From an optimization exercise on the open Yosys and OpenROAD flow, aimed at small area; shortcuts taken in it are not production practice. Function was checked by simulation only, so behaviour that the tests miss may differ from the original. No driver is modelled on the clock port, so clocking that relies on it looks cheaper here than on a real chip. No activity file was given, so power comes from the tool's default toggle rates.

**constraint.sdc**
```tcl
create_clock -name core_clock -period 10.0 [get_ports {clk_i}]
set_input_delay 2.0000 -clock core_clock [delete_from_list [all_inputs] [get_ports {clk_i}]]
set_output_delay 2.0000 -clock core_clock [all_outputs]
set_load 0.01 [all_outputs]
```
**standard.sh**
```bash
#!/bin/bash
# synth_recipe.tcl (not shown) runs the flow's synth.tcl, then flattens the netlist and writes it again
# the make line also repeats each setting of config.mk as NAME=value (left out here)
make -C /OpenROAD-flow-scripts/flow DESIGN_CONFIG=/design/flow/config.mk WORK_HOME=/design/flow/orfs CLKGATE_MAP_FILE= SYNTH_SCRIPT=/design/flow/synth_recipe.tcl "${@:-finish}"
```
**design.v**
```verilog
`timescale 1ns / 1ns
module lcd_cntrl_top #(
    parameter int DATA_WIDTH = 8,
    parameter int INSTR_WIDTH = 10,
    parameter int PRESCALER_WIDTH = 16
) (
    input clk_i,
    input rst_ni,
    input        [11:0] haddr_i,
    input        [ 1:0] htrans_i,
    input        [31:0] hwdata_i,
    input               hwrite_i,
    output logic [31:0] hrdata_o,
    output logic        hready_out_o,
    output logic        hresp_o,
    input  [DATA_WIDTH-1:0] data_in_i,
    output logic [DATA_WIDTH-1:0] data_out_o,
    output logic                  data_oe_o,
    output logic                  rs_o,
    output logic                  rwb_o,
    output logic                  e_o
);
  logic        a_ok;     
  logic [ 1:0] a_idx;    
  logic        a_wr;     
  logic        err;      
  logic        hready;   
  logic        phy_en;
  logic [ 9:0] instr;
  logic        valid;
  logic [15:0] presc;
  logic [ 7:0] rdata;
  logic        phy_ready;
  logic        addr_hi;
  logic        invalid_trans;
  assign addr_hi       = |haddr_i[11:4];
  assign invalid_trans = htrans_i[1] & (addr_hi |
                         ((haddr_i[3:0] == 4'h4) & hwrite_i & !phy_ready));
  assign hresp_o      = err;
  assign hready_out_o = hready;
  always_ff @(posedge clk_i) begin
    if (!rst_ni) begin
      a_ok <= 1'b0;
      err    <= 1'b0;
      hready <= 1'b1;
    end else begin
      if (htrans_i[1]) a_ok <= !addr_hi & (haddr_i[1:0] == 2'b00);
      hready <= err | !invalid_trans;
      err    <= !hready | (!err & invalid_trans);
    end
  end
  always_ff @(posedge clk_i) begin
    if (htrans_i[1]) begin
      a_idx <= haddr_i[3:2];
      a_wr  <= hwrite_i;
    end else begin
      a_wr  <= 1'b0;
    end
  end
  logic wsel, rsel;
  assign wsel = a_ok & a_wr & !err;
  assign rsel = a_ok & !a_wr & !err;
  logic ld_ctrl, hd_ctrl, ld_instr, hd_instr, ld_presc, hd_presc, instr_wen;
  assign instr_wen = wsel & (a_idx == 2'd1) & !valid;
  assign ld_ctrl   = rst_ni & wsel & (a_idx == 2'd0);
  assign hd_ctrl   = rst_ni & !(wsel & (a_idx == 2'd0));
  assign ld_instr  = rst_ni & instr_wen;
  assign hd_instr  = rst_ni & !instr_wen;
  assign ld_presc  = rst_ni & wsel & (a_idx == 2'd3);
  assign hd_presc  = rst_ni & !(wsel & (a_idx == 2'd3));
  logic        phy_en_d;
  logic [ 9:0] instr_d;
  logic [15:0] presc_d;
  lcd_sel u_en_sel (.a(hwdata_i[0]), .sa(ld_ctrl), .b(phy_en), .sb(hd_ctrl), .y(phy_en_d));
  for (genvar i = 0; i < 10; i++) begin : g_instr
    lcd_sel u_sel (.a(hwdata_i[i]), .sa(ld_instr), .b(instr[i]), .sb(hd_instr), .y(instr_d[i]));
  end
  for (genvar i = 0; i < 16; i++) begin : g_presc
    lcd_sel u_sel (.a(hwdata_i[i]), .sa(ld_presc), .b(presc[i]), .sb(hd_presc), .y(presc_d[i]));
  end
  always_ff @(posedge clk_i) begin
    phy_en <= phy_en_d;
    instr  <= instr_d;
    presc  <= presc_d | {12'd0, !rst_ni, 1'b0, !rst_ni, 1'b0};   
    valid  <= rst_ni & instr_wen;
  end
  always_comb begin
    hrdata_o = 32'h0;
    if (rsel) begin
      case (a_idx)
        2'd0: hrdata_o[1:0] = {phy_ready, phy_en};
        2'd1: hrdata_o[9:0] = instr;
        2'd2: hrdata_o[7:0] = rdata;
        2'd3: hrdata_o[15:0] = presc;
      endcase
    end
  end
  localparam logic [2:0] S_IDLE = 3'd0;
  localparam logic [2:0] S_AF   = 3'd2;   
  localparam logic [2:0] S_ADDR = 3'd3;
  localparam logic [2:0] S_WD   = 3'd1;
  localparam logic [2:0] S_RD   = 3'd7;
  localparam logic [2:0] S_CAP  = 3'd5;
  localparam logic [2:0] S_EH   = 3'd4;
  logic [ 2:0] state;
  logic [ 5:0] cnt;
  logic [15:0] pcnt;
  logic        busy;      
  logic [ 7:0] wdata;
  logic        adv;
  assign phy_ready = !busy & phy_en;
  assign adv       = valid & phy_ready;
  logic        term;
  logic        tick;      
  logic [ 5:0] cnt_ld;
  logic [ 5:0] cby;      
  always_comb begin
    cby[0] = tick;
    for (int i = 1; i < 6; i++) cby[i] = cby[i-1] & !cnt[i-1];
  end
  assign term = (cnt == 6'd0);
  always_comb begin
    case (state)
      S_ADDR:  cnt_ld = rwb_o ? 6'd36 : 6'd45;
      S_RD:    cnt_ld = 6'd9;
      S_WD:    cnt_ld = 6'd55;
      S_CAP:   cnt_ld = 6'd55;
      default: cnt_ld = 6'd6;
    endcase
  end
  logic [15:0] pcy, pinc;
  logic        clr;
  always_comb begin
    pcy[0] = 1'b1;
    for (int i = 1; i < 16; i++) pcy[i] = pcy[i-1] & pcnt[i-1];
  end
  assign pinc = pcnt ^ pcy;
  assign tick = (pinc == presc) & !(pcy[15] & pcnt[15]);
  assign clr  = (state == S_IDLE) | term;
  always_ff @(posedge clk_i) begin
    cnt  <= clr ? cnt_ld : cnt ^ cby;
    pcnt <= (clr | tick) ? 16'd0 : pinc;
  end
  always_ff @(posedge clk_i or negedge rst_ni) begin
    if (!rst_ni) begin
      state <= S_IDLE;
    end else begin
      case (state)
        S_IDLE:  if (adv) state <= S_AF;
        S_AF:    state <= S_ADDR;
        S_ADDR:  if (term) state <= rwb_o ? S_RD : S_WD;
        S_WD:    if (term) state <= S_EH;
        S_RD:    if (term) state <= S_CAP;
        S_CAP:   if (term) state <= S_EH;
        S_EH:    if (term) state <= adv ? S_AF : S_IDLE;
        default: state <= S_IDLE;
      endcase
    end
  end
  always_ff @(posedge clk_i or negedge rst_ni) begin
    if (!rst_ni) begin
      busy <= 1'b0;
    end else if (adv) begin
      busy <= 1'b1;
    end else if (state == S_EH && cnt == 6'd1) begin
      busy <= 1'b0;
    end
  end
  always_ff @(posedge clk_i) begin
    if (state == S_AF) wdata <= instr[7:0];
  end
  always_ff @(posedge clk_i or negedge rst_ni) begin
    if (!rst_ni) begin
      rs_o       <= 1'b0;
      rwb_o      <= 1'b0;
      e_o        <= 1'b0;
      data_out_o <= '0;
      data_oe_o  <= 1'b0;
    end else begin
      if (state == S_AF) {rs_o, rwb_o} <= instr[9:8];
      e_o <= (state == S_WD) | (state == S_RD) | (state == S_CAP);
      if (state == S_WD) data_out_o <= wdata;
      if (state == S_IDLE || state == S_RD) data_oe_o <= 1'b0;
      else if (state == S_WD) data_oe_o <= 1'b1;
    end
  end
  always_ff @(posedge clk_i or negedge rst_ni) begin
    if (!rst_ni) begin
      rdata <= '0;
    end else if ((state == S_RD && term) || (state == S_CAP && !term)) begin
      rdata <= data_in_i;
    end
  end
endmodule
module lcd_sel (
    input  a,
    input  sa,
    input  b,
    input  sb,
    output y
);
  assign y = (a & sa) | (b & sb);
endmodule
```
**flow/run.sh**
```bash
#!/bin/bash
# The standard layout (standard.sh) with these changes:
#  - synthesis is the standard flow's (synth_recipe.tcl, ORFS synth.tcl), except that ABC maps
#    the combinational logic with an area-oriented script (flow/abc_area.script);
#    flip-flop mapping, names and everything else are unchanged;
#  - ports are buffered with the smallest buffer (buf_1);
#  - the clock is distributed by four clock buffers, one per group of nearby
#    registers, inserted before CTS (flow/cts_pre.tcl), so TritonCTS adds none;
#  - constant outputs share one tie cell;
#  - the register-select cells (module lcd_sel) are mapped on their own
#    (SYNTH_KEEP_MODULES) and flattened at the end as synth_recipe.tcl does.
set -euo pipefail
W=$PWD
sed "s#^source \$::env(SCRIPTS_DIR)/synth_preamble.tcl\$#&\nset abc_args [lreplace \$abc_args 1 1 $W/flow/abc_area.script]#" \
  "$FLOW_HOME/scripts/synth.tcl" > "$W/flow_orfs_synth.tcl"
grep -q "abc_area.script" "$W/flow_orfs_synth.tcl"
sed "s#^source \$::env(SCRIPTS_DIR)/synth.tcl\$#source $W/flow_orfs_synth.tcl#" synth_recipe.tcl > "$W/flow_synth.tcl"
grep -q "flow_orfs_synth.tcl" "$W/flow_synth.tcl"
sed "s#SYNTH_SCRIPT=[^ ]*#SYNTH_SCRIPT=$W/flow_synth.tcl#" standard.sh > "$W/flow_standard.sh"
grep -q "flow_synth.tcl" "$W/flow_standard.sh"
export BUFFER_PORTS_ARGS="-buffer_cell sky130_fd_sc_hd__buf_1"
export PRE_CTS_TCL="$W/flow/cts_pre.tcl"
export CLK_GROUPS=4
export CLK_BUF=sky130_fd_sc_hd__buf_12
export CTS_ARGS="-sink_clustering_enable -dont_use_dummy_load"
export SKIP_REPAIR_TIE_FANOUT=1
export REMOVE_ABC_BUFFERS=1
export SYNTH_KEEP_MODULES=lcd_sel
bash "$W/flow_standard.sh" > flow_standard.log 2>&1
```
**config.mk**
```make
export PLATFORM = sky130hd
export DESIGN_NAME = lcd_cntrl_top
export DESIGN_NICKNAME = lcd_cntrl_top
export VERILOG_FILES = /design/flow/design.v
export SDC_FILE = /design/flow/constraint.sdc
export NUM_CORES = 4
export LEC_CHECK = 0
export CAP_MARGIN = 0
export CORE_MARGIN = 2
export CORE_UTILIZATION = 65
export GPL_TIMING_DRIVEN = 0
export PLACE_DENSITY = 0.75
export SLEW_MARGIN = 0
```
**flow/cts_pre.tcl**
```tcl
# Clock distribution: split the clock sinks into NGRP groups by position and
# drive each group from its own clock buffer placed at the group's centre; the
# clock port drives only these buffers. TritonCTS then finds the clock net
# already buffered and leaves it alone.
set ngrp [expr {[info exists ::env(CLK_GROUPS)] ? $::env(CLK_GROUPS) : 4}]
set bcell [expr {[info exists ::env(CLK_BUF)] ? $::env(CLK_BUF) : "sky130_fd_sc_hd__buf_12"}]
set block [ord::get_db_block]
set net [$block findNet clk_i]
set items {}
foreach it [$net getITerms] {
  set inst [$it getInst]
  set loc [$inst getLocation]
  lappend items [list [lindex $loc 0] [lindex $loc 1] "[$inst getName]/[[$it getMTerm] getName]"]
}
proc split_groups {items n} {
  if {$n <= 1 || [llength $items] < 2} { return [list $items] }
  set xs [lmap i $items {lindex $i 0}]; set ys [lmap i $items {lindex $i 1}]
  set dx [expr {[tcl::mathfunc::max {*}$xs] - [tcl::mathfunc::min {*}$xs]}]
  set dy [expr {[tcl::mathfunc::max {*}$ys] - [tcl::mathfunc::min {*}$ys]}]
  set k [expr {$dx >= $dy ? 0 : 1}]
  set s [lsort -integer -index $k $items]
  set h [expr {[llength $s] / 2}]
  set n1 [expr {$n / 2}]
  return [concat [split_groups [lrange $s 0 [expr {$h - 1}]] $n1] [split_groups [lrange $s $h end] [expr {$n - $n1}]]]
}
set dbu [$block getDbUnitsPerMicron]
set g 0
foreach grp [split_groups $items $ngrp] {
  set sx 0; set sy 0; set pins {}
  foreach i $grp { set sx [expr {$sx + [lindex $i 0]}]; set sy [expr {$sy + [lindex $i 1]}]; lappend pins [get_pins [lindex $i 2]] }
  set cx [expr {$sx / double([llength $grp]) / $dbu}]; set cy [expr {$sy / double([llength $grp]) / $dbu}]
  insert_buffer -buffer_cell $bcell -net clk_i -load_pins $pins -location [list $cx $cy] -buffer_name clkbuf_g$g -net_name clk_g$g
  puts "clock group $g: [llength $grp] sinks, buffer at $cx $cy"
  incr g
}
# Keep TritonCTS from rebuilding these nets.
set skip [list clk_i]
foreach it [[$block findNet clk_i] getITerms] { lappend skip [[[[$it getInst] findITerm X] getNet] getName] }
puts "CTS skips: $skip"
set_cts_config -skip_nets $skip
```
**flow/abc_area.script**
```
strash; dch -f; amap -F 4 -A 4; topo; stime -c
```
==> summary.md, run 1 <==
| Metric | Value |
|---|---|
| Status | complete, no violations |
| Worst vdd rail ir drop | 0.000162 V |
| Number of hold-slack violations in the final timing report | 0 |
| Transition time of the tightest slew-check pin | 1.12 ns |
| PD cells | between 200 and 250 nW/um^2 |
| Die area | ~6300 um^2 |
| Setup slack of the worst register-to-register path | 3.94 ns |
| Power share of the sequential group | 52.9% |
| Synth Cell Area | 3680 um^2 |
| Number of global-route vias before repair | 2725 |
| Post-route clock period utilization | 60.6% |
| Total iterations of the first detailed-routing run | 4 |
| CP max FO | 3 |
| Synthesized-area fraction occupied by adder cells | 6.81% |
| Final ANT Viol Nets | 0 |
| Slew Limit Headroom | around 25% |
| DRC violation total after the first TritonRoute iteration | 142 |
| Main combinational cell family by area after synthesis | compound AO/OA/AOI/OAI gates |
| Starting Density | 67.2% |
| Mux contribution to synthesized area | 0% |
| Routed vias/inst | 5.94 |
| Switching share of power | between 30% and 40% |
| Floorplan die width | 79.2 um |
| Syn_area_per_cell | 10.4 um^2 |
| Worst-case hold slack | 0.451 ns |
| Share of the yosys chip area belonging to registers | 53.9% |
| Count of boundary I/O pins | ~100 |
| Antenna violations before repair | 0 |
| Worst Setup Path Type | reg -> reg |
| Area share of the leading cell type in the synthesized netlist | 29.4% |
| Clock power frac | 16.4% |
| Count of fill cells added during filler insertion | ~440 |
| Detailed placement HPWL | between 6000 and 7000 um |
| Number of nets in the layout | a little under 500 |
| Wire length of the first global-routing pass | about 13000 um |
| Most instantiated cells after synthesis | 54 x dfxtp_1, 42 x clkinv_1, 41 x nor2_1 |
| Remaining global-route overflow | 0 |
| Internal power component | a little over 600 uW |
| Flip-flop cell with the highest count after synthesis | dfxtp_1 |
| Post-cts resize count | 0 |
| Synthesis-stage register bit count | 88 |
| RSZ-0062 raised after global routing | false |
| Hold buffer count at CTS | 0 |
| Pin count of the biggest net entering global routing | 26 |
| Setup TNS | 0 ns |
| Post-CTS Setup Bufs | 0 |
| Xor and xnor area share after synthesis | less than 1% |
| Async set or reset register ratio after synthesis | 27.3% |
| Compound-Gate Fraction of Synth Area | around 20% |
| GRT Overall Usage | 25.8% |
| Fraction of power consumed by combinational cells | 30.7% |
| Total via count after detailed routing | 2864 |
| Cell types with the largest area share after synthesis | dfxtp_1 29%, dfrtp_1 16%, edfxtp_1 8.2%, a22o_1 7.1%, ha_1 6.8% |
| Insertion delay to the later sink of the worst-skew pair | 0.13 ns |
| Max-slew violation count | 0 |
| Worst Setup End Kind | flop |
| Die Ht | 79.2 um |
| Cell type with the highest aggregate area in the netlist | dfxtp_1 |
| Distinct cells, synth | 33 |
| N_diodes | 0 |
| Dominant cell by count in the synthesized netlist | dfxtp_1 |
| Clock-pin slew reported for the worst setup and hold paths after clock tree synthesis | 0.09 ns |
| Achievable frequency | 0.165 GHz |
| Crit path launch type | flop |
| Layout overhead on the synthesized area | 8.88% |
| Fraction of layout cells with a size suffix above 1 | around 1.7% |
| Switching component of the power | 306 uW |
| Leak | roughly 0.0016 uW |
| Largest incremental delay on the critical path | 0.42 ns |
| Maxcap violations | 0 |
| DR DRC count | 0 |
| Wire length per cell | 16.5 um |
| Final setup skew | about 0.008 ns |
| Area of all sequential standard cells | 1980 um^2 |
| Required time of the worst setup path | 10.00 ns |
| Multi-input logic area | 1420 um^2 |
| Number of cells produced by synthesis | 352 |
| Gpl congestion | 0.818 |
| # setup viols final | 0 |
| Signal arrival time at the worst endpoint | 6.07 ns |
| Type of the most critical hold path | reg -> reg |
| Port Buffer Count | 69 |
| EDFF count, synth | 10 |
| Clock period minus worst slack | 6.06 ns |
| Total core area | roughly 5500 um^2 |
| Number of core rows | 27 |
| Slowest-stage cell, CP | or4_1 |
| Post-detailed-routing wire length | approximately 8000 um |
| Number of warnings printed during yosys synthesis | 1 |
| Cell repeated most along the worst path | ha_1 |
| Post-synthesis simple-gate area fraction | 11.3% |
==> power groups by stage <==
stage	Combinational, uW	Sequential, uW	Clock (uW)
after global routing	318	499	162
after floorplan	192	497	0
after detailed placement	284	495	0
after global placement	272	492	0
after CTS	285	496	117
final	284	488	151
==> modules after synthesis, one instance, submodules excluded <==
module | cells inside | cell area [um^2] | flops+latches | times used
lcd_sel | 1 | 8.76 | 0 | 27
lcd_cntrl_top | 325 | 3440 | 88 | 1
==> state kept, by name, indices dropped and copies added (netlist names), 2 cells and up <==
name        count
a_idx           2
cnt             6
data_out_o      8
instr          10
pcnt           16
presc          16
rdata           8
state           3
wdata           8
==> area by class of cell, without the clock buffers <==
| class | instances | share of cell area, % |
|---|---|---|
| Tap cell | 72 | 2.25 |
| Timing Repair Buffer | 70 | 6.78 |
| Sequential cell | 88 | 49.5 |
| Inverter | 42 | 3.94 |
| Multi-Input combinational cell | 206 | 35.5 |
==> worst max-delay path, delay by kind of cell (launching register included) <==
family          cells  cell delay (ns)
simple gates        5             1.60
buf+inv             1             0.09
compound gates      3             0.40
flops               1             0.34
fa+ha+maj          19             3.51
==> cell families (layout without fill, tap and decap cells) <==
logic type,Yosys count,after routing
AO/OA/AOI/OAI,95,95
XOR/XNOR,1,1
adder cells (fa/ha/maj),20,20
buffers and inverters,58,116
flip-flops,88,88
other,1,1
AND/OR/NAND/NOR,89,89
==> layout by cell type, fill, tap and decap left out, drive strengths merged, types with 10 or more instances in the layout <==
cell type / count
nor3: 10
a22o: 30
clkinv: 42
dfxtp: 54
o21ai: 11
edfxtp: 10
buf: 73
ha: 20
o22ai: 11
nand2: 13
nor2: 41
dfrtp: 24
o22a: 17
==> metrics by stage <==
step / worst slack [ns] / area [um^2] / total power [uW] / cells / util [%]
floorplan: 4.56 / 3560 / 689 / 336 / -
global placement: 4.02 / 3910 / 764 / 477 / 71.4
detailed placement: 3.94 / 3920 / 779 / 478 / 71.7
CTS: 3.93 / 4000 / 898 / 482 / 73.1
global route: 3.64 / 4000 / 980 / 482 / 73.1
finish: 3.94 / 4000 / 923 / 482 / 73.1
==> path summary, 6_finish.rpt <==
| kind | depth (start not counted) | end | from |
|---|---|---|---|
| setup / recovery | 28 | cnt[5]$_DFF_P_ | pcnt[0]$_SDFF_PP0_ |
| hold reg to reg | 1 | err$_SDFF_PN0_ | hready$_SDFF_PN1_ |
| max in group asynchronous | 1 | rdata[5]$_DFFE_PN0P_ | rst_ni |
| min in group asynchronous | 1 | busy$_DFFE_PN0P_ | rst_ni |
| setup reg to reg | 28 | cnt[5]$_DFF_P_ | pcnt[0]$_SDFF_PP0_ |
| hold / removal | 1 | err$_SDFF_PN0_ | hready$_SDFF_PN1_ |
==> routing by layer <==
| layer | part of all wire (%) | global-route usage (%) | up-vias |
|---|---|---|---|
| met3 | 6.0 | 2.84 | 12 |
| met1 | 45 | 35.7 | 1336 |
| li1 | - | - | 1406 |
| met4 | 0.96 | 3.97 | 0 |
| met5 | 0 | 0 | - |
| met2 | 48 | 44.9 | 110 |
==> run 2, diff against run 1 <==
--- a/flow/run.sh
+++ b/flow/run.sh
@@ -23,3 +23,3 @@
 export CLK_GROUPS=4
-export CLK_BUF=sky130_fd_sc_hd__buf_12
+export CLK_BUF=sky130_fd_sc_hd__buf_8
 export CTS_ARGS="-sink_clustering_enable -dont_use_dummy_load"
--- a/config.mk
+++ b/config.mk
@@ -11,3 +11,3 @@
 export GPL_TIMING_DRIVEN = 0
-export PLACE_DENSITY = 0.75
+export PLACE_DENSITY = 0.95
 export SLEW_MARGIN = 0
==> summary.md, run 2 <==
| Metric | Value |
|---|---|
| Internal power component | 597 uW (-3.2%) |
| Setup slack of the worst register-to-register path | 3.87 ns (-0.07 ns) |
| Layout overhead on the synthesized area | 8.34% |
| Post-detailed-routing wire length | 8030 um (+0.89%) |
| Worst Setup Path Type | reg -> reg |
| Cell types with the largest area share after synthesis | dfxtp_1 29%, dfrtp_1 16%, edfxtp_1 8.2%, a22o_1 7.1%, ha_1 6.8% |
| Post-cts resize count | 0 (unchanged) |
| Slowest-stage cell, CP | or4_1 |
| Synthesis-stage register bit count | 88 (unchanged) |
| Mux contribution to synthesized area | 0% (unchanged) |
| Flip-flop cell with the highest count after synthesis | dfxtp_1 |
| Largest incremental delay on the critical path | 0.45 ns (+0.03 ns) |
| Count of boundary I/O pins | 103 (unchanged) |
| Fraction of power consumed by combinational cells | 31.6% (+0.9 points) |
| Main combinational cell family by area after synthesis | compound AO/OA/AOI/OAI gates |
| Switching share of power | 33.9% (+0.75 points) |
| Async set or reset register ratio after synthesis | 27.3% (unchanged) |
| Number of core rows | 27 (unchanged) |
| Remaining global-route overflow | 0 (unchanged) |
| Gpl congestion | 0.899 (+9.9%) |
| Post-CTS Setup Bufs | 0 (unchanged) |
| R2r startpoint | pcnt[0]$_SDFF_PP0_ |
| Total iterations of the first detailed-routing run | 6 (+2) |
| Number of warnings printed during yosys synthesis | 1 (unchanged) |
| Clock-pin slew reported for the worst setup and hold paths after clock tree synthesis | 0.12 ns (+0.03 ns) |
| Setup crit end | cnt[5]$_DFF_P_ |
| Power share of the sequential group | 53.9% (+1.0 points) |
| N_diodes | 0 (unchanged) |
| CP max FO | 3 (unchanged) |
| Area share of the leading cell type in the synthesized netlist | 29.4% (unchanged) |
| Compound-Gate Fraction of Synth Area | 20.0% (unchanged) |
| DR DRC count | 0 (unchanged) |
| Number of global-route vias before repair | 2744 (+0.70%) |
| Port Buffer Count | 69 (unchanged) |
| Commonest cells after routing, fill and taps aside | 68 x buf_1, 54 x dfxtp_1, 42 x clkinv_1 |
| Starting Density | 67.2% (unchanged) |
| Crit path launch type | flop |
| Detailed placement HPWL | 6050 um (-0.30%) |
| EDFF count, synth | 10 (unchanged) |
| Synthesized-area fraction occupied by adder cells | 6.81% (unchanged) |
| Cell depth of the worst flop-to-flop path | 28 (unchanged) |
| Cell type with the highest aggregate area in the netlist | dfxtp_1 |
| GRT Overall Usage | 25.5% (-0.31 points) |
| Switching component of the power | 307 uW (about the same) |
| Slew Limit Headroom | 19.9% (-5.4 points) |
| Post-route clock period utilization | 61.3% (+0.70 points) |
| Leak | 0.00155 uW (-0.51%) |
| Distinct cells, synth | 33 (unchanged) |
| Total via count after detailed routing | 2956 (+3.2%) |
| Worst Setup End Kind | flop |
| Count of fill cells added during filler insertion | 398 (-8.9%) |
| Wire length of the first global-routing pass | 13000 um (-0.90%) |
| Wire length per cell | 16.7 um (+0.89%) |
| Pin count of the biggest net entering global routing | 26 (unchanged) |
| Signal arrival time at the worst endpoint | 6.16 ns (+0.09 ns) |
| Floorplan die width | 79.2 um (unchanged) |
| Number of hold-slack violations in the final timing report | 0 (unchanged) |
| Total core area | 5470 um^2 (unchanged) |
| Worst vdd rail ir drop | 0.000147 V (-8.8%) |
| Most common cell after layout, fill and taps aside | buf_1 |
| Clock period minus worst slack | 6.13 ns (+0.0703 ns) |
| Clock power frac | 14.5% (-1.9 points) |
| Post-placement cell count | 478 (unchanged) |
| # setup viols final | 0 (unchanged) |
| Routed vias/inst | 6.13 (+3.2%) |
| Largest registers | pcnt x16, presc x16, instr x10 |
| Type of the most critical hold path | reg -> reg |
| Die Ht | 79.2 um (unchanged) |
| Dominant cell by count in the synthesized netlist | dfxtp_1 |
| Die area | 6270 um^2 (unchanged) |
| Number of nets in the layout | 489 (unchanged) |
| Antenna violations before repair | 0 (unchanged) |
| Final instance count without filler cells | 482 (unchanged) |
| DRC violation total after the first TritonRoute iteration | 288 (+100%) |
| Setup TNS | 0 ns (unchanged) |
| Final ANT Viol Nets | 0 (unchanged) |
| Max-slew violation count | 0 (unchanged) |
| Synth Cell Area | 3680 um^2 (unchanged) |
| Maxcap violations | 0 (unchanged) |
| Hold buffer count at CTS | 0 (unchanged) |
| Syn_area_per_cell | 10.4 um^2 (unchanged) |
| Post-synthesis simple-gate area fraction | 11.3% (unchanged) |
| Most instantiated cells after synthesis | 54 x dfxtp_1, 42 x clkinv_1, 41 x nor2_1 |
| Number of cells produced by synthesis | 352 (unchanged) |
| RR Endpoint | cnt[5]$_DFF_P_ |
| PD cells | 227 nW/um^2 (-1.6%) |
| Fraction of layout cells with a size suffix above 1 | 1.71% (unchanged) |
| PnR Total Power | 904 uW (-2.1%) |
| Status | complete, no violations |
| Insertion delay to the later sink of the worst-skew pair | 0.14 ns (about the same) |
| Transition time of the tightest slew-check pin | 1.20 ns (+0.0807 ns) |
| Start point of the critical path | pcnt[0]$_SDFF_PP0_ |
| Final setup skew | 0.00975 ns (+0.00161 ns) |
| Achievable frequency | 0.163 GHz (-1.1%) |
| Share of the yosys chip area belonging to registers | 53.9% (unchanged) |
| Xor and xnor area share after synthesis | 0.238% (unchanged) |
| Finished Core Util | 72.8% (-0.37 points) |
| RSZ-0062 raised after global routing | false |
| Cell repeated most along the worst path | ha_1 |
| Required time of the worst setup path | 10.03 ns (+0.03 ns) |
## run 2: cell type report, without the clock buffers
cell class	count	area (um^2)	share of cell area [%]
Multi-Input combinational cell	206	1420	35.7
Sequential cell	88	1980	49.8
Inverter	42	158	3.96
Tap cell	72	90.1	2.26
Timing Repair Buffer	70	272	6.82
## run 2: metal layers
metal,GRT usage (%),wire length (um),share of wire (%),vias up
li1,-,-,-,1394
met1,36.3,3460,43,1398
met2,43.6,3770,47,151
met3,2.27,683,8.5,13
met4,3.79,119,1.5,0
met5,0,0,0,-
## run 2: logic make-up (layout without fill, tap and decap cells)
group           count (synthesis)  in the layout
buf+inv                        58            116
other cells                     1              1
xor+xnor                        1              1
simple gates                   89             89
flops                          88             88
compound gates                 95             95
fa+ha+maj                      20             20
## run 2: power groups by stage
stage | clock (uW) | combinational (uW) | sequential, uW
CTS | 98.6 | 285 | 495
floorplan | 0 | 192 | 497
global placement | 0 | 270 | 490
global route | 142 | 319 | 497
finish | 131 | 286 | 487
detailed placement | 0 | 283 | 494
## run 2: stage by stage
step | setup slack (ns) | cell area, um^2 | hold slack, ns
after global routing | 3.49 | 3980 | 0.482
after global placement | 4.02 | 3910 | 0.418
after CTS | 3.89 | 3980 | 0.439
after floorplan | 4.56 | 3560 | 0.430
final | 3.87 | 3980 | 0.455
after detailed placement | 3.93 | 3920 | 0.429
## run 2: worst max-delay path, delay by kind of cell (launching register included)
family	cells	cell delay (ns)
AOI/OAI and AO/OA	3	0.40
adders and majority gates	19	3.53
buffers and inverters	1	0.10
DFF	1	0.35
and+or+nand+nor	5	1.65
## run 2: modules after synthesis (local to each module, per instance)
module | copies in the design | cells inside | flip-flops and latches
lcd_cntrl_top | 1 | 325 | 88
lcd_sel | 27 | 1 | 0
## run 2: worst min path at each step
| stage | startpoint | endpoint | slack [ns] | depth (start not counted) |
|---|---|---|---|---|
| after global placement | hready$_SDFF_PN1_ | err$_SDFF_PN0_ | 0.42 | 1 |
| after global routing | instr[7]$_DFF_P_ | wdata[7]$_DFFE_PN_ | 0.48 | 0 |
| after floorplan | pcnt[0]$_SDFF_PP0_ | pcnt[0]$_SDFF_PP0_ | 0.43 | 1 |
| after CTS | hready$_SDFF_PN1_ | err$_SDFF_PN0_ | 0.44 | 1 |
| after detailed placement | hready$_SDFF_PN1_ | err$_SDFF_PN0_ | 0.43 | 1 |
| final | hready$_SDFF_PN1_ | err$_SDFF_PN0_ | 0.46 | 1 |
==> run 3, diff against run 2 <==
--- a/flow/run.sh
+++ b/flow/run.sh
@@ -11,2 +11,3 @@
 #    (SYNTH_KEEP_MODULES) and flattened at the end as synth_recipe.tcl does.
+#  - ABC also maps the counters' half adders (no extract_fa step, ADDER_MAP_FILE empty).
 set -euo pipefail
@@ -28,2 +29,3 @@
 export SYNTH_KEEP_MODULES=lcd_sel
+export ADDER_MAP_FILE=
 bash "$W/flow_standard.sh" > flow_standard.log 2>&1
==> summary.md, run 3 <==
| Metric | Value |
|---|---|
| Status | complete, no violations |
| Transition time of the tightest slew-check pin | 1.35 ns (+0.153 ns) |
| Required time of the worst setup path | 10.03 ns (about the same) |
| Cell types with the largest area share after synthesis | dfxtp_1 30%, dfrtp_1 17%, edfxtp_1 8.3%, a22o_1 6.5%, nor2_1 5.8% |
| Wire length per cell | 15.7 um (-5.6%) |
| Starting Density | 66.5% (-0.69 points) |
| Routed vias/inst | 5.93 (-3.3%) |
| Most instantiated cells after synthesis | 56 x nor2_1, 54 x dfxtp_1, 39 x clkinv_1 |
| Die area | 6180 um^2 (-1.5%) |
| Final setup slack of the worst path | 5.13 ns (+1.26 ns) |
| Leak | 0.00138 uW (-11%) |
| Flip-flop cell with the highest count after synthesis | dfxtp_1 |
| Type of the most critical hold path | reg -> reg |
| Routed length on met3 | 603 um (-12%) |
| Clock-pin slew reported for the worst setup and hold paths after clock tree synthesis | 0.12 ns (about the same) |
| Largest registers | pcnt x16, presc x16, instr x10 |
| Total via count after detailed routing | 3023 (+2.3%) |
| Gpl congestion | 0.838 (-6.8%) |
| RSZ-0062 raised after global routing | false |
| Post-route clock period utilization | 48.7% (-13 points) |
| Cell repeated most along the worst path | nand2_1 |
| Pin count of the biggest net entering global routing | 26 (unchanged) |
| Total core area | 5440 um^2 (-0.62%) |
| Antenna violations before repair | 0 (unchanged) |
| Detailed placement HPWL | 5970 um (-1.4%) |
| Number of core rows | 27 (unchanged) |
| Setup TNS | 0 ns (unchanged) |
| Post-placement cell count | 506 (+5.9%) |
| DRC violation total after the first TritonRoute iteration | 259 (-10%) |
| Post-CTS Setup Bufs | 0 (unchanged) |
| Fraction of layout cells with a size suffix above 1 | 1.83% (+0.12 points) |
| Number of hold-slack violations in the final timing report | 0 (unchanged) |
| Achievable frequency | 0.205 GHz (+26%) |
| CP max FO | 4 (+1) |
| GRT Overall Usage | 26.4% (+0.83 points) |
| Final setup skew | 0.00774 ns (-0.00202 ns) |
| Wire length of the first global-routing pass | 13300 um (+2.5%) |
| Number of cells produced by synthesis | 380 (+8.0%) |
| Insertion delay to the later sink of the worst-skew pair | 0.14 ns (about the same) |
| Maxcap violations | 0 (unchanged) |
| Worst Setup End Kind | flop |
| Dominant cell by count in the synthesized netlist | nor2_1 |
| Largest incremental delay on the critical path | 0.58 ns (+0.13 ns) |
| Slowest-stage cell, CP | or4_1 |
| Post-detailed-routing wire length | 8020 um (-0.12%) |
| Die Ht | 78.6 um (-0.78%) |
| Synthesis-stage register bit count | 88 (unchanged) |
| Layout overhead on the synthesized area | 8.65% |
| Syn_area_per_cell | 9.52 um^2 (-8.9%) |
| Number of warnings printed during yosys synthesis | 1 (unchanged) |
| Synth Cell Area | 3620 um^2 (-1.6%) |
| Commonest cells after routing, fill and taps aside | 68 x buf_1, 56 x nor2_1, 54 x dfxtp_1 |
| Max-slew violation count | 0 (unchanged) |
| Place WS | 4.99 ns (+1.05 ns) |
| Hold path cells | 1 (unchanged) |
| Wl on met1 | 3380 um (-2.3%) |
| Placed Area | 3870 um^2 (-1.4%) |
| Number of nets in the layout | 497 (+1.6%) |
| Cell depth of the worst flop-to-flop path | 28 (unchanged) |
| Async set or reset register ratio after synthesis | 27.3% (unchanged) |
| Number of global-route vias before repair | 2886 (+5.2%) |
| Total iterations of the first detailed-routing run | 6 (unchanged) |
| Most common cell after layout, fill and taps aside | buf_1 |
| Clock period minus worst slack | 4.87 ns (-1.26 ns) |
| Remaining global-route overflow | 0 (unchanged) |
| DR DRC count | 0 (unchanged) |
| Crit path launch type | flop |
| Top routing layer in use | met4 |
| N_diodes | 0 (unchanged) |
| Distinct cells, synth | 37 (+12%) |
| Cell type with the highest aggregate area in the netlist | dfxtp_1 |
| Met2 wire length | 3870 um (+2.7%) |
| Hold buffer count at CTS | 0 (unchanged) |
| Design area | 3930 um^2 (-1.4%) |
| # setup viols final | 0 (unchanged) |
| Post-cts resize count | 0 (unchanged) |
| PD cells | 226 nW/um^2 (-0.19%) |
| Worst vdd rail ir drop | 0.000136 V (-7.7%) |
| Share of the yosys chip area belonging to registers | 54.8% (+0.90 points) |
| Final ANT Viol Nets | 0 (unchanged) |
| Signal arrival time at the worst endpoint | 4.91 ns (-1.25 ns) |
| Slew Limit Headroom | 9.66% (-10 points) |
| EDFF count, synth | 10 (unchanged) |
| Final instance count without filler cells | 510 (+5.8%) |
| Worst Setup Path Type | reg -> reg |
| Count of boundary I/O pins | 103 (unchanged) |
| Area share of the leading cell type in the synthesized netlist | 29.9% (+0.49 points) |
| Port Buffer Count | 69 (unchanged) |
| PnR Total Power | 890 uW (-1.5%) |
| Floorplan die width | 78.6 um (-0.78%) |
==> run 3: layout make-up, without the clock buffers <==
cell class | count | area [um^2]
sequential | 88 | 1980
fill | 413 | 1510
inverter | 39 | 146
tap | 72 | 90.1
timing repair buffer | 70 | 272
multi-input combinational | 237 | 1380
==> run 3: worst max-delay path, delay by kind of cell (launching register included) <==
| kind | cells | cell delay [ns] |
|---|---|---|
| flip-flops | 1 | 0.37 |
| AO/OA/AOI/OAI | 7 | 1.52 |
| buffers and inverters | 7 | 0.55 |
| AND/OR/NAND/NOR | 14 | 2.34 |
==> run 3: cells by family (layout without fill, tap and decap cells) <==
| kind of cell | after synthesis | in the layout | synth area share, % |
|---|---|---|---|
| xor+xnor | 1 | 1 | 0.242 |
| simple gates | 119 | 119 | 14.2 |
| other cells | 1 | 1 | 0.104 |
| buf+inv | 55 | 113 | 7.37 |
| flops | 88 | 88 | 54.8 |
| compound gates | 116 | 116 | 23.3 |
==> run 3: path summary, 6_finish.rpt <==
check / start / to / slack [ns]
max: pcnt[0]$_SDFF_PP0_ / cnt[5]$_DFF_P_ / 5.13
min in group asynchronous: rst_ni / busy$_DFFE_PN0P_ / 1.86
max in group asynchronous: rst_ni / data_out_o[2]$_DFFE_PN0P_ / 7.73
max reg2reg: pcnt[0]$_SDFF_PP0_ / cnt[5]$_DFF_P_ / 5.13
min: hready$_SDFF_PN1_ / err$_SDFF_PN0_ / 0.44
min reg2reg: hready$_SDFF_PN1_ / err$_SDFF_PN0_ / 0.44
==> run 3: Yosys stat by module (local to each module, per instance) <==
module	flops+latches	cell area, um^2	copies in the design
lcd_cntrl_top	88	3380	1
lcd_sel	0	8.76	27
==> run 3: per-layer routing <==
| metal | global-route usage, % | up-vias |
|---|---|---|
| met5 | 0 | - |
| met4 | 8.07 | 0 |
| met3 | 2.30 | 22 |
| met2 | 44.9 | 136 |
| met1 | 36.0 | 1387 |
| li1 | - | 1478 |
==> run 3: report_power, final <==
group / internal, uW / switching [uW] / total, uW
Combinational: 99.6 / 165 / 265
Sequential: 438 / 54.4 / 492
Clock: 46.0 / 86.9 / 133
==> run 3: per-stage QoR <==
stage	hold slack (ns)	utilization, %
2_1_floorplan	0.430	-
3_3_place_gp	0.420	70.7
3_5_place_dp	0.426	71.1
4_1_cts	0.428	72.2
5_1_grt	0.487	72.2
6_report	0.437	72.2
==> run 4, diff against run 3 <==
==> flow/abc_area.script (replaced) <==
strash; drw; drf; dch -f; amap -F 4 -A 4; topo; stime -c
==> summary.md, run 4 <==
| Metric | Value |
|---|---|
| Start point of the critical path | pcnt[0]$_SDFF_PP0_ |
| Setup slack of the worst register-to-register path | 5.10 ns (-0.03 ns) |
| Post-synthesis simple-gate area fraction | 14.2% (+0.074 points) |
| DRC violation total after the first TritonRoute iteration | 345 (+33%) |
| Cell repeated most along the worst path | nand2_1 |
| Most common cell after layout, fill and taps aside | buf_1 |
| Signal arrival time at the worst endpoint | 4.95 ns (+0.04 ns) |
| N_diodes | 0 (unchanged) |
| Commonest cells after routing, fill and taps aside | 68 x buf_1, 55 x nor2_1, 54 x dfxtp_1 |
| Sum of buffers and inverters on the critical path | 7 (unchanged) |
| Layout overhead on the synthesized area | 8.70% (about the same) |
| Total via count after detailed routing | 3039 (+0.53%) |
| Worst Setup Path Type | reg -> reg |
| Slew Limit Headroom | 28.4% (+19 points) |
| Cell types with the largest area share after synthesis | dfxtp_1 30%, dfrtp_1 17%, edfxtp_1 8.3%, a22o_1 6.6%, nor2_1 5.7% |
| Mux contribution to synthesized area | 0% (unchanged) |
| Achievable frequency | 0.204 GHz (-0.59%) |
| Worst vdd rail ir drop | 0.000202 V (+49%) |
| Area share of the leading cell type in the synthesized netlist | 30.1% (+0.16 points) |
| # setup viols final | 0 (unchanged) |
| GRT Overall Usage | 27.0% (+0.69 points) |
| Synthesis-stage register bit count | 88 (unchanged) |
| Compound-Gate Fraction of Synth Area | 23.4% (+0.12 points) |
| Leak | 0.00137 uW (-0.52%) |
| Min-Delay Startpoint | hready$_SDFF_PN1_ |
| Post-cts resize count | 0 (unchanged) |
| Synthesized-area fraction occupied by adder cells | 0% (unchanged) |
| Final setup slack of the worst path | 5.10 ns (-0.0288 ns) |
| Routed vias/inst | 6.03 (+1.7%) |
| Status | complete, no violations |
| Die area | 6140 um^2 (-0.50%) |
| Clock-pin slew reported for the worst setup and hold paths after clock tree synthesis | 0.11 ns (about the same) |
| Count of boundary I/O pins | 103 (unchanged) |
| Number of core rows | 27 (unchanged) |
| PD cells | 230 nW/um^2 (+1.5%) |
| Largest registers | pcnt x16, presc x16, instr x10 |
| Main combinational cell family by area after synthesis | compound AO/OA/AOI/OAI gates |
| Wire length of the first global-routing pass | 13500 um (+1.6%) |
| PnR Total Power | 899 uW (+1.0%) |
| Xor and xnor area share after synthesis | 0.243% (+0.0013 points) |
| Maxcap violations | 0 (unchanged) |
| Share of the yosys chip area belonging to registers | 55.1% (+0.29 points) |
| Most instantiated cells after synthesis | 55 x nor2_1, 54 x dfxtp_1, 34 x clkinv_1, 34 x nand2_1, 27 x a22o_1 |
| Worst Setup End Kind | flop |
| Synth Cell Area | 3600 um^2 (-0.52%) |
| Crit path launch type | flop |
| Area of all sequential standard cells | 1980 um^2 (unchanged) |
| Die Ht | 78.4 um (-0.25%) |
| Post-CTS Setup Bufs | 0 (unchanged) |
| Setup TNS | 0 ns (unchanged) |
| Final setup skew | 0.00643 ns (-0.00131 ns) |
| Kind of cell with the highest combined delay on the critical path | simple AND/OR/NAND/NOR gates |
| Slowest-stage cell, CP | or4_1 |
| Remaining global-route overflow | 0 (unchanged) |
| Hold buffer count at CTS | 0 (unchanged) |
| Antenna violations before repair | 0 (unchanged) |
| Total core area | 5440 um^2 (unchanged) |
| Number of hold-slack violations in the final timing report | 0 (unchanged) |
| DR DRC count | 0 (unchanged) |
| CP max FO | 5 (+1) |
| Wire length per cell | 16.1 um (+2.6%) |
| Async set or reset register ratio after synthesis | 27.3% (unchanged) |
| Cell type with the highest aggregate area in the netlist | dfxtp_1 |
| Dominant cell by count in the synthesized netlist | nor2_1 |
| Syn_area_per_cell | 9.62 um^2 (+1.1%) |
| Count of fill cells added during filler insertion | 401 (-2.9%) |
| Number of warnings printed during yosys synthesis | 1 (unchanged) |
| Max-slew violation count | 0 (unchanged) |
| Clock period minus worst slack | 4.90 ns (+0.0288 ns) |
| Final ANT Viol Nets | 0 (unchanged) |
| Fraction of layout cells with a size suffix above 1 | 1.85% (+0.025 points) |
| Distinct cells, synth | 36 (-2.7%) |
| Multi-input logic area | 1380 um^2 (unchanged) |
| Required time of the worst setup path | 10.05 ns (+0.02 ns) |
| EDFF count, synth | 10 (unchanged) |
| R2r startpoint | pcnt[0]$_SDFF_PP0_ |
| Pin count of the biggest net entering global routing | 26 (unchanged) |
| Flip-flop cell with the highest count after synthesis | dfxtp_1 |
| Largest incremental delay on the critical path | 0.59 ns (about the same) |
| Number of nets in the layout | 491 (-1.2%) |
| Port Buffer Count | 69 (unchanged) |
| Number of global-route vias before repair | 2967 (+2.8%) |
| Post-detailed-routing wire length | 8130 um (+1.4%) |
| Place WS | 4.63 ns (-0.356 ns) |
| Insertion delay to the later sink of the worst-skew pair | 0.14 ns (about the same) |
| Number of cells produced by synthesis | 374 (-1.6%) |
| Transition time of the tightest slew-check pin | 1.07 ns (-0.281 ns) |
| Gpl congestion | 0.958 (+14%) |
| Detailed placement HPWL | 6180 um (+3.6%) |
| RSZ-0062 raised after global routing | false |
| Post-route clock period utilization | 49.0% (+0.29 points) |
| Floorplan die width | 78.4 um (-0.25%) |
| Type of the most critical hold path | reg -> reg |
| Total iterations of the first detailed-routing run | 6 (unchanged) |
| Starting Density | 66.1% (-0.35 points) |
==> run 4: where the power goes <==
| group | total, uW | internal [uW] | switching [uW] |
|---|---|---|---|
| logic | 273 | 103 | 170 |
| clock network | 129 | 45.9 | 83.3 |
| registers | 496 | 441 | 55.8 |
==> run 4: final cells by class, without the clock buffers <==
type,count,area share [%]
inverter,34,3.26
multi-input combinational,236,35.3
sequential,88,50.7
tap,72,2.30
timing repair buffer,70,6.94
==> run 4: Yosys stat by module (local to each module, per instance) <==
module / copies in the design / cell area [um^2] / flops+latches / cells
lcd_cntrl_top: 1 / 3360 / 88 / 347
lcd_sel: 27 / 8.76 / 0 / 1
==> run 4: final timing paths <==
check / to / cells past startpoint
worst min-delay path: err$_SDFF_PN0_ / 1
worst max-delay path: cnt[5]$_DFF_P_ / 28
worst max register to register: cnt[5]$_DFF_P_ / 28
min in group asynchronous: data_out_o[6]$_DFFE_PN0P_ / 1
worst min register to register: err$_SDFF_PN0_ / 1
max in group asynchronous: rdata[4]$_DFFE_PN0P_ / 1
==> run 4: metrics by stage <==
step           cells  util [%]  hold WS [ns]  area, um^2
2_1_floorplan    358         -         0.430        3480
3_3_place_gp     499      70.3         0.418        3830
3_5_place_dp     500      70.6         0.439        3840
4_1_cts          504      71.8         0.441        3900
5_1_grt          504      71.9         0.465        3910
6_report         504      71.9         0.453        3910
==> run 4: worst register-to-register path, delay by kind of cell (launching register included) <==
family / cells / cell delay [ns]
buf+inv: 7 / 0.51
flops: 1 / 0.35
compound gates: 6 / 1.44
simple gates: 15 / 2.50
==> run 4: cell families (layout without fill, tap and decap cells) <==
| family | after synthesis | after routing |
|---|---|---|
| flip-flops | 88 | 88 |
| XOR/XNOR | 1 | 1 |
| AO/OA/AOI/OAI | 116 | 116 |
| other | 1 | 1 |
| buffers and inverters | 50 | 108 |
| AND/OR/NAND/NOR | 118 | 118 |
==> run 4: routing by layer <==
layer / part of all wire [%] / wire (um) / track usage, %
met5: 0 / 0 / 0
met2: 50 / 4080 / 50.2
met3: 7.2 / 582 / 3.10
met4: 2.5 / 201 / 6.49
met1: 40 / 3260 / 33.7

==> what the ideal ports hide <==
No port has a modelled driver above. Below, the same layouts with a new extraction and two added sets of constraints.
Step 1 (the two cells are an assumption about what drives the block):
set clk [get_ports {clk_i}]
set_driving_cell -lib_cell sky130_fd_sc_hd__clkbuf_16 $clk
set_driving_cell -lib_cell sky130_fd_sc_hd__buf_2 [delete_from_list [all_inputs] $clk]
Step 2 moves the port delays by t, midway between the first and last clock arrival at a register: inputs arrive t later, outputs are due t later. That takes back most of the time a late clock gives input paths.
a / b / c = ideal ports / drivers / drivers and shift; a / b = the first two.
| run | shift t [ns] | setup slack, ns | clock arrival spread, ns | slew at the worst register clock pin (ns) | cell pins on the clock port's net |
|---|---|---|---|---|---|
| run 1 | 0.208 | 3.939 / 3.938 / 3.938 | 0.008 / 0.008 | 0.09 / 0.09 | 4 |
| run 2 | 0.212 | 3.868 / 3.868 / 3.868 | 0.011 / 0.010 | 0.12 / 0.12 | 4 |
| run 3 | 0.208 | 5.129 / 5.129 / 5.129 | 0.008 / 0.008 | 0.12 / 0.12 | 4 |
| run 4 | 0.207 | 5.100 / 5.100 / 5.100 | 0.007 / 0.008 | 0.11 / 0.11 | 4 |
After both steps every run listed still meets setup and hold. The setup slack of run 1, which loses most, moves by -0.001 ns with the drivers and by -0.001 ns with both steps.
